This design comes from an exercise in tuning for small area on the open sky130 flow, not from production work.
Function was checked by simulation only, so behaviour that the tests miss may differ from the original.

==> flow/design.v <==
module top #(
  parameter PWM_INTERVAL = 1200
)(
  input  logic clk,
  input  logic rst,
  output logic RGB_R,
  output logic RGB_G,
  output logic RGB_B
);
    logic [1:0] r;       
    logic [8:0] q;       
    logic [2:0] sub;     
    logic [8:0] w;       
    logic [2:0] j;       
    logic       o;       
    logic       nz;      
    logic dir, wrap, step, turn, match;
    logic [8:0] x;
    assign dir  = j[0] ^ j[1] ^ j[2];                              
    assign wrap = (r == 2'd3) & q[8] & q[5] & q[3] & q[1] & q[0];  
    assign step = wrap & sub[2];                                   
    assign turn = step & (dir ? (&w[8:1])                          
                              : (w[8] & w[5] & w[3] & w[1] & w[0]));  
    assign x     = q ^ w;
    assign match = (r == 2'd0) & (dir ? (&x) : ~(|x));             
    always_ff @(posedge clk) begin
        if (rst) begin
            r   <= '0;
            q   <= '0;
            sub <= '0;
            w   <= '0;
            j   <= '0;
            o   <= 1'b0;
            nz  <= 1'b0;
        end else begin
            r  <= r + 2'd1;
            nz <= ~wrap;
            o  <= ~wrap & (o | match);
            if (wrap)
                q <= '0;
            else if (r == 2'd3)
                q <= q + 9'd1;
            if (step)
                sub <= '0;
            else if (wrap)
                sub <= sub + 3'd1;
            if (turn)
                w <= dir ? 9'd0 : 9'd211;
            else if (step)
                w <= w + 9'd1;
            if (turn)
                j <= {j[1], j[0], ~j[2]};
        end
    end
    logic g_fade, g_low, r_fade, r_low, b_fade, b_low;
    assign g_fade = ~(j[0] ^ j[2]);
    assign g_low  = j[2] & ~j[0];
    assign r_fade = j[0] ^ j[1];
    assign r_low  = j[0] & j[1];
    assign b_fade = j[1] ^ j[2];
    assign b_low  = ~j[1] & ~j[2];
    assign RGB_G = g_fade ? o : (g_low & nz);
    assign RGB_R = r_fade ? o : (r_low & nz);
    assign RGB_B = b_fade ? o : (b_low & nz);
endmodule
Settings: LEC_CHECK=0, CAP_MARGIN=20, CORE_MARGIN=2, CORE_UTILIZATION=40, SLEW_MARGIN=20; clock period 10.0 ns.
run.sh (not shown) runs the stock make flow with config.mk's settings and CLKGATE_MAP_FILE= SYNTH_SCRIPT=/design/flow/synth_recipe.tcl, a recipe that flattens the netlist after the stock synthesis.
The starting point ran to the end with no violations.
Edit:
==> flow/flow/run.sh (new file) <==
#!/bin/bash
# Standard synthesis, then an area re-mapping of its combinational logic
# (flip-flops untouched), then the standard layout steps with a lighter
# clock tree and port buffers.
set -euo pipefail
HERE=$(pwd)
R=$HERE/orfs/results/sky130hd/top/base

bash standard.sh synth > synth.log 2>&1

cp $R/1_2_yosys.v $HERE/standard_synth.v
LIB_FILE=$FLOW_HOME/platforms/sky130hd/lib/sky130_fd_sc_hd__tt_025C_1v80.lib \
NETLIST_IN=$HERE/standard_synth.v NETLIST_OUT=$HERE/resyn.v \
ABC_SCRIPT="+strash;&get -n;&deepsyn -T 60;&put;dch -f;amap" \
  yosys -c flow/resyn.tcl > resyn.log 2>&1
cp $HERE/resyn.v $R/1_2_yosys.v
touch $R/1_2_yosys.v

export BUFFER_PORTS_ARGS="-buffer_cell sky130_fd_sc_hd__buf_1"
export CTS_ARGS="-buf_list sky130_fd_sc_hd__clkbuf_8 -root_buf sky130_fd_sc_hd__clkbuf_8 -dont_use_dummy_load -repair_clock_nets"
bash standard.sh finish > layout.log 2>&1
==> flow/flow/resyn.tcl (new file) <==
# Re-map the combinational logic of the standard synthesis netlist for area.
# The flip-flops are kept as they are (same instances, names and cells).
yosys -import
set lib $::env(LIB_FILE)
set in  $::env(NETLIST_IN)
set out $::env(NETLIST_OUT)
set script $::env(ABC_SCRIPT)
read_liberty -ignore_miss_func $lib
foreach ff {dfxtp_1 dfxtp_2 dfxtp_4} {
  setattr -mod -set keep_hierarchy 1 sky130_fd_sc_hd__$ff
}
read_verilog $in
hierarchy -top top
flatten
delete t:\$scopeinfo
opt_clean
abc -liberty $lib -dont_use *probe* -dont_use *lpflow* -script $script
opt_clean
setundef -zero
hilomap -singleton -hicell sky130_fd_sc_hd__conb_1 HI -locell sky130_fd_sc_hd__conb_1 LO
splitnets
opt_clean -purge
foreach ff {dfxtp_1 dfxtp_2 dfxtp_4} {
  setattr -mod -set blackbox 1 sky130_fd_sc_hd__$ff
}
tee -o resyn_stat.txt stat -liberty $lib top
select top
write_verilog -noattr -noexpr -nohex -nodec -selected $out
==> flow/standard.sh (new file) <==
#!/bin/bash
# synth_recipe.tcl (not shown) runs the flow's synth.tcl, then flattens the netlist and writes it again
# the make line also repeats each setting of config.mk as NAME=value (left out here)
make -C /OpenROAD-flow-scripts/flow DESIGN_CONFIG=/design/flow/config.mk WORK_HOME=/design/flow/orfs CLKGATE_MAP_FILE= SYNTH_SCRIPT=/design/flow/synth_recipe.tcl "${@:-finish}"
removed: flow/run.sh
What happened: The changed run produced a clean layout. Clock skew went up by 7.7 ps. Count of clock-buffer cells in the layout stays the same. Worst hold slack is better by 8.9 ps. Synthesized cell count went down by 8.5%. Synthesized area went down by 19%. Worst setup slack is better by 460 ps. First-iteration DRC count went down by 25%. Core utilization went up by 1.2 points.

[re-timing with driven ports]
How much do the figures lean on ideal ports? The routed layouts below were timed once more, with nothing changed but the port constraints.
Step 1, drivers: a clkbuf_16 drives clk and a buf_2 each remaining input, both assumed.
Step 2 also shifts input and output timing later by t, the mid clock arrival at the registers, as if the neighbouring blocks saw the same clock.
a / b / c = no drivers / after step 1 / after step 2; a / b = the first two.
run	shift t [ns]	slack for setup (ns)	hold slack, ns	slew at the worst register clock pin (ns)	cell pins on the clock port's net
the first run	0.296	6.232 / 6.207 / 6.485	0.440 / 0.440 / 0.440	0.09 / 0.09	1
the second run	0.291	6.694 / 6.671 / 6.631	0.448 / 0.448 / 0.448	0.09 / 0.09	1
After both steps every run listed still meets setup and hold. The setup slack of the second run, which loses most, moves by -0.023 ns with the drivers and by -0.063 ns with both steps.
